This is an optimization exercise on Yosys and OpenROAD, whose aim is small area and a short achievable clock period, not a production implementation.
Only simulation tests tie the RTL to the original design; equivalence was not proved.
No driver is modelled on the clock port, so clock power and skew are understated where the tree is cut down; a real chip needs a root buffer or a tree.
No activity file was given, so power comes from the tool's default toggle rates.

Design Optimized_Wallace, start of the top module:
module Optimized_Wallace(
    input clk, rst,
    input [15:0] A, B,
    output reg [31:0] PRODUCT
);
Size in the first run: roughly 950 cells after synthesis, roughly 220 flip-flops.
Settings: LEC_CHECK=0, CAP_MARGIN=20, CORE_MARGIN=2, CORE_UTILIZATION=60, CTS_BUF_LIST=sky130_fd_sc_hd__clkbuf_16, CTS_CLUSTER_DIAMETER=100, CTS_CLUSTER_SIZE=25, SETUP_SLACK_MARGIN=1.4, SLEW_MARGIN=20, SYNTH_HIERARCHICAL=1, SYNTH_MINIMUM_KEEP_SIZE=0, TNS_END_PERCENT=5; clock period 3.0 ns.
standard.sh (not shown) runs the stock make flow with config.mk's settings and CLKGATE_MAP_FILE= SYNTH_SCRIPT=/design/flow/synth_recipe.tcl, a recipe that flattens the netlist after the stock synthesis.
==> flow/flow/run.sh <==
#!/bin/bash
set -euo pipefail
export BUFFER_PORTS_ARGS="-buffer_cell sky130_fd_sc_hd__buf_1"
bash standard.sh cts > flow_cts.log 2>&1
export RES=$PWD/orfs/results/sky130hd/Optimized_Wallace/base
export PLATFORM_DIR=$FLOW_HOME/platforms/sky130hd
export SKEW_PLAN=$PWD/flow/plan.tcl
openroad -no_splash -exit flow/skew.tcl > skew_eco.log 2>&1
bash standard.sh finish > flow_make.log 2>&1
==> flow/flow/plan.tcl <==
set rootnet $root
branch r1 {ra* rb15* one* two* neg*} {clkbuf_16} 2 [$block findNet clk]
set root [$block findNet clk]
tune r2 {r2*} 0.434 5 {clkbuf_1 clkbuf_2 clkbuf_4 clkbuf_8 clkbuf_16}
set root $rootnet
tune r3 {r3* v1* v2* v3*} 0.635 3
tune prod {PRODUCT*} 0.80 3
==> flow/flow/skew.tcl <==
set res $::env(RES)
read_lef $::env(PLATFORM_DIR)/lef/sky130_fd_sc_hd.tlef
read_lef $::env(PLATFORM_DIR)/lef/sky130_fd_sc_hd_merged.lef
read_liberty $::env(PLATFORM_DIR)/lib/sky130_fd_sc_hd__tt_025C_1v80.lib
read_db $res/4_cts.odb
read_sdc $res/4_cts.sdc
source $::env(PLATFORM_DIR)/setRC.tcl
set db [ord::get_db]
set block [ord::get_db_block]
set root [$block findNet clknet_0_clk]

proc master {n} { return [[ord::get_db] findMaster sky130_fd_sc_hd__$n] }
set uid 0
proc newbuf {type innet x y} {
  global block uid
  incr uid
  set inst [odb::dbInst_create $block [master $type] "cksk_buf_$uid"]
  set net [odb::dbNet_create $block "cksk_net_$uid"]
  $net setSigType CLOCK
  [$inst findITerm A] connect $innet
  [$inst findITerm X] connect $net
  $inst setLocation [expr int($x)] [expr int($y)]
  $inst setPlacementStatus PLACED
  return $net
}
proc flops {pats} {
  global block
  set out {}
  foreach inst [$block getInsts] {
    set n [$inst getName]
    if {[$inst findITerm CLK] eq "NULL"} continue
    foreach p $pats { if {[string match $p $n]} { lappend out $inst; break } }
  }
  return $out
}
proc centroid {insts} {
  set sx 0; set sy 0
  foreach i $insts { set b [$i getBBox]; set sx [expr $sx + [$b xMin]]; set sy [expr $sy + [$b yMin]] }
  set n [llength $insts]
  return [list [expr $sx / $n] [expr $sy / $n]]
}
# chain: list of buffer types from the root; the last one is repeated per leaf cluster
proc branch {name pats chain nleaf {src {}}} {
  global root
  if {$src ne {}} { set root $src }
  set fl [flops $pats]
  set fl [lsort -command {apply {{a b} {expr {[[$a getBBox] xMin] - [[$b getBBox] xMin]}}}} $fl]
  set c [centroid $fl]
  set net $root
  if {![llength $chain]} {
    foreach f $fl { set it [$f findITerm CLK]; $it disconnect; $it connect $root }
    puts "branch $name: [llength $fl] flops on the root net"
    return
  }
  foreach t [lrange $chain 0 end-1] { set net [newbuf $t $net [lindex $c 0] [lindex $c 1]] }
  set per [expr {([llength $fl] + $nleaf - 1) / $nleaf}]
  for {set k 0} {$k < $nleaf} {incr k} {
    set grp [lrange $fl [expr $k*$per] [expr ($k+1)*$per - 1]]
    if {![llength $grp]} continue
    set cc [centroid $grp]
    set leaf [newbuf [lindex $chain end] $net [lindex $cc 0] [lindex $cc 1]]
    foreach f $grp {
      set it [$f findITerm CLK]
      $it disconnect
      $it connect $leaf
    }
  }
  puts "branch $name: [llength $fl] flops, chain $chain x $nleaf"
}

# Build a branch, measure the mean clock latency of its flops, and undo it.
set created {}
proc newbuf2 {type innet x y} {
  global created
  set net [newbuf $type $innet $x $y]
  lappend created $net
  return $net
}
proc build {fl chain nleaf} {
  global root created
  set created {}
  set c [centroid $fl]
  set net $root
  foreach t [lrange $chain 0 end-1] { set net [newbuf2 $t $net [lindex $c 0] [lindex $c 1]] }
  set per [expr {([llength $fl] + $nleaf - 1) / $nleaf}]
  for {set k 0} {$k < $nleaf} {incr k} {
    set grp [lrange $fl [expr $k*$per] [expr ($k+1)*$per - 1]]
    if {![llength $grp]} continue
    set cc [centroid $grp]
    set leaf [newbuf2 [lindex $chain end] $net [lindex $cc 0] [lindex $cc 1]]
    foreach f $grp { set it [$f findITerm CLK]; $it disconnect; $it connect $leaf }
  }
}
proc undo {fl orig} {
  global created
  foreach f $fl o $orig { set it [$f findITerm CLK]; $it disconnect; $it connect $o }
  foreach net [lreverse $created] {
    foreach it [$net getITerms] { if {[$it isOutputSignal]} { set inst [$it getInst] } }
    odb::dbInst_destroy $inst
    odb::dbNet_destroy $net
  }
  set created {}
}
proc meanlat {fl} {
  global maxslew
  estimate_parasitics -placement
  set s 0.0
  set maxslew 0.0
  foreach f $fl {
    set pin [get_pins "[$f getName]/CLK"]
    set s [expr {$s + [get_property $pin arrival_max_rise]}]
    set sl [get_property $pin slew_max]
    if {$sl > $maxslew} { set maxslew $sl }
  }
  return [expr {$s / [llength $fl]}]
}
proc branch_area {chain nl} {
  set a 0.0
  foreach t [lrange $chain 0 end-1] { set a [expr {$a + [[master $t] getWidth] * [[master $t] getHeight] / 1e6}] }
  set t [lindex $chain end]
  return [expr {$a + $nl * [[master $t] getWidth] * [[master $t] getHeight] / 1e6}]
}
proc tune {name pats target nleaf {firsts {{} clkbuf_1 clkbuf_2 clkbuf_8 clkbuf_16}}} {
  global maxslew
  set fl [flops $pats]
  set fl [lsort -command {apply {{a b} {expr {[[$a getBBox] xMin] - [[$b getBBox] xMin]}}}} $fl]
  set orig {}
  foreach f $fl { lappend orig [[$f findITerm CLK] getNet] }
  set best {}
  set besterr 1e9
  set bestcost 1e9
  set bestn $nleaf
  set cands {}
  foreach leaf {clkbuf_16 clkbuf_8} {
    foreach nl [list [expr {$nleaf - 1}] $nleaf [expr {$nleaf + 1}] [expr {$nleaf + 2}]] {
      if {$nl < 1} continue
      foreach first $firsts {
        for {set n 0} {$n <= 14} {incr n} {
          set chain [concat $first [lrepeat $n clkbuf_4] $leaf]
          build $fl $chain $nl
          set lat [meanlat $fl]
          undo $fl $orig
          set err [expr {abs($lat - $target)}]
          puts "tune $name: $chain x $nl -> [format %.3f $lat] slew [format %.3f $maxslew] (target [format %.3f $target])"
          if {$maxslew < 0.100} { lappend cands [list $err [branch_area $chain $nl] $chain $nl] }
          if {$maxslew < 0.100 && $err < $besterr} { set besterr $err }
          if {$lat > $target + 0.2} break
        }
      }
    }
  }
  foreach c $cands {
    if {[lindex $c 0] <= $besterr + 0.015 && [lindex $c 1] < $bestcost} {
      set bestcost [lindex $c 1]; set best [lindex $c 2]; set bestn [lindex $c 3]
    }
  }
  build $fl $best $bestn
  puts "tune $name: chose $best x $bestn, latency [format %.3f [meanlat $fl]] slew [format %.3f $maxslew]"
}

source $::env(SKEW_PLAN)
# remove clock buffers left without sinks, and CTS's dummy clock loads
# (clock cells whose output is unconnected)
proc is_clkcell {inst} {
  set m [[$inst getMaster] getName]
  return [expr {[string match "*clkbuf*" $m] || [string match "*clkinv*" $m] || [string match "*__inv_*" $m] || [string match "*__buf_*" $m]}]
}
proc outnet {inst} {
  foreach it [$inst getITerms] { if {[$it isOutputSignal]} { return [$it getNet] } }
  return "NULL"
}
set changed 1
while {$changed} {
  set changed 0
  foreach inst [$block getInsts] {
    if {![is_clkcell $inst]} continue
    set n [outnet $inst]
    if {$n eq "NULL"} {
      # dummy load: only if its input is on a clock net
      set clkin 0
      foreach it [$inst getITerms] { if {[$it isInputSignal] && [$it getNet] ne "NULL" && [[$it getNet] getSigType] eq "CLOCK"} { set clkin 1 } }
      if {$clkin} { puts "removing dummy [$inst getName]"; odb::dbInst_destroy $inst; set changed 1 }
      continue
    }
    if {[$n getSigType] ne "CLOCK"} continue
    if {[llength [$n getITerms]] <= 1 && [llength [$n getBTerms]] == 0} {
      puts "removing [$inst getName]"
      odb::dbInst_destroy $inst
      odb::dbNet_destroy $n
      set changed 1
    }
  }
}
detailed_placement
check_placement
estimate_parasitics -placement
set_propagated_clock [all_clocks]
catch { report_checks -path_delay max -group_path_count 3 -format end }
catch { report_clock_skew }
foreach p {ra[0]* one0* r2[0]* r3[0]* PRODUCT[0]* v1*} {
  catch { foreach pin [get_pins -quiet $p/CLK] { puts "latency [get_full_name $pin] [get_property $pin arrival_max_rise]" } }
}
write_db $res/4_cts.odb
The first run finished clean.
Edit:
==> flow/flow/plan.tcl (replaced) <==
set rootnet $root
branch r1 {ra* rb15* one* two* neg*} {clkbuf_16} 2 [$block findNet clk]
foreach pass {1 2} {
  set root [$block findNet clk]
  tune r2 {r2*} 0.385 5 {clkbuf_1 clkbuf_2 clkbuf_4 clkbuf_8 clkbuf_16}
  set root $rootnet
  tune r3 {r3* v1* v2* v3*} 0.60 3
  tune prod {PRODUCT*} 0.79 3
  cleanup
}
--- a/flow/flow/skew.tcl
+++ b/flow/flow/skew.tcl
@@ -133,9 +133,10 @@
   set cands {}
   foreach leaf {clkbuf_16 clkbuf_8} {
-    foreach nl [list [expr {$nleaf - 1}] $nleaf [expr {$nleaf + 1}] [expr {$nleaf + 2}]] {
+    foreach nl [list $nleaf [expr {$nleaf + 1}]] {
       if {$nl < 1} continue
       foreach first $firsts {
+       foreach mid {{} clkbuf_2 clkbuf_8 clkbuf_16} {
         for {set n 0} {$n <= 14} {incr n} {
-          set chain [concat $first [lrepeat $n clkbuf_4] $leaf]
+          set chain [concat $first [lrepeat $n clkbuf_4] $mid $leaf]
           build $fl $chain $nl
           set lat [meanlat $fl]
@@ -145,6 +146,7 @@
           if {$maxslew < 0.100} { lappend cands [list $err [branch_area $chain $nl] $chain $nl] }
           if {$maxslew < 0.100 && $err < $besterr} { set besterr $err }
-          if {$lat > $target + 0.2} break
+          if {$lat > $target + 0.15} break
         }
+       }
       }
     }
@@ -159,5 +161,4 @@
 }
 
-source $::env(SKEW_PLAN)
 # remove clock buffers left without sinks, and CTS's dummy clock loads
 # (clock cells whose output is unconnected)
@@ -170,6 +171,8 @@
   return "NULL"
 }
-set changed 1
-while {$changed} {
+proc cleanup {} {
+  global block
+  set changed 1
+  while {$changed} {
   set changed 0
   foreach inst [$block getInsts] {
@@ -192,4 +195,8 @@
   }
 }
+}
+
+source $::env(SKEW_PLAN)
+cleanup
 detailed_placement
 check_placement
- TNS_END_PERCENT: 5 -> 0
Non-clock buffer count went down by 49.
Setup slack gets worse by 22 ps.
Maximum frequency is lower by 1.1%.
Combinational power came out lower by about 3%.
Edit:
==> flow/flow/plan.tcl (replaced) <==
set rootnet $root
branch r1 {ra* rb15* one* two* neg*} {clkbuf_16} 2 [$block findNet clk]
foreach pass {1 2} {
  set root [$block findNet clk]
  tune r2 {r2*} 0.40 5 {clkbuf_1 clkbuf_2 clkbuf_4 clkbuf_8 clkbuf_16}
  set root $rootnet
  tune r3 {r3* v1* v2* v3*} 0.59 3
  tune prod {PRODUCT*} 0.795 3
  cleanup
}
Outcome:
- The new run went through all stages and came out clean
- total power stays flat
- global-route usage barely changes
- cell count is unchanged
Edit:
--- a/flow/flow/plan.tcl
+++ b/flow/flow/plan.tcl
@@ -5,6 +5,6 @@
   tune r2 {r2*} 0.40 5 {clkbuf_1 clkbuf_2 clkbuf_4 clkbuf_8 clkbuf_16}
   set root $rootnet
-  tune r3 {r3* v1* v2* v3*} 0.59 3
-  tune prod {PRODUCT*} 0.795 3
+  tune r3 {r3* v1* v2* v3*} 0.60 3
+  tune prod {PRODUCT*} 0.78 3
   cleanup
 }
Effect: The changed run completed with no timing, DRC or antenna violations; final cell count stays the same; first-iteration DRC count went up by 4.3%; final area stays flat; count of clock-buffer cells in the layout stays the same; worst hold slack gains 80 ps; synthesized cell count is unchanged; wire length barely changes.
No run of this note takes its clock network from TritonCTS; it comes from the design's own scripts or RTL.

## what the ideal ports hide
The results above use ideal ports. As a check the final layouts listed here were re-extracted and re-timed, cells and wires unchanged. Step 1 assumes that a clkbuf_16 drives the clock port and a buf_2 every other input. Step 2, shift: input delay + t, output delay - t, t = (earliest + latest rising clock arrival at the registers) / 2. This alone moves slack from input paths to output paths. Slacks: ideal / step 1 / step 2; pairs: ideal / step 1.
| run | t (ns) | setup slack, ns | latest minus earliest clock arrival (ns) | worst data-port slew with drivers (ns) | pins driven straight from the clock port |
|---|---|---|---|---|---|
| the first run | 0.549 | 1.068 / 1.022 / 1.068 | 0.672 / 0.671 | 0.03 | 4 |
| the second run | 0.571 | 1.047 / 0.974 / 1.076 | 0.711 / 0.710 | 0.03 | 4 |
| the third run | 0.566 | 1.052 / 0.981 / 1.069 | 0.705 / 0.705 | 0.03 | 4 |
| the fourth run | 0.532 | 1.077 / 1.049 / 1.077 | 0.639 / 0.639 | 0.03 | 4 |
In every run listed the clock reaches the registers at very different times; t lies between them, and the last value is a rough guide only.
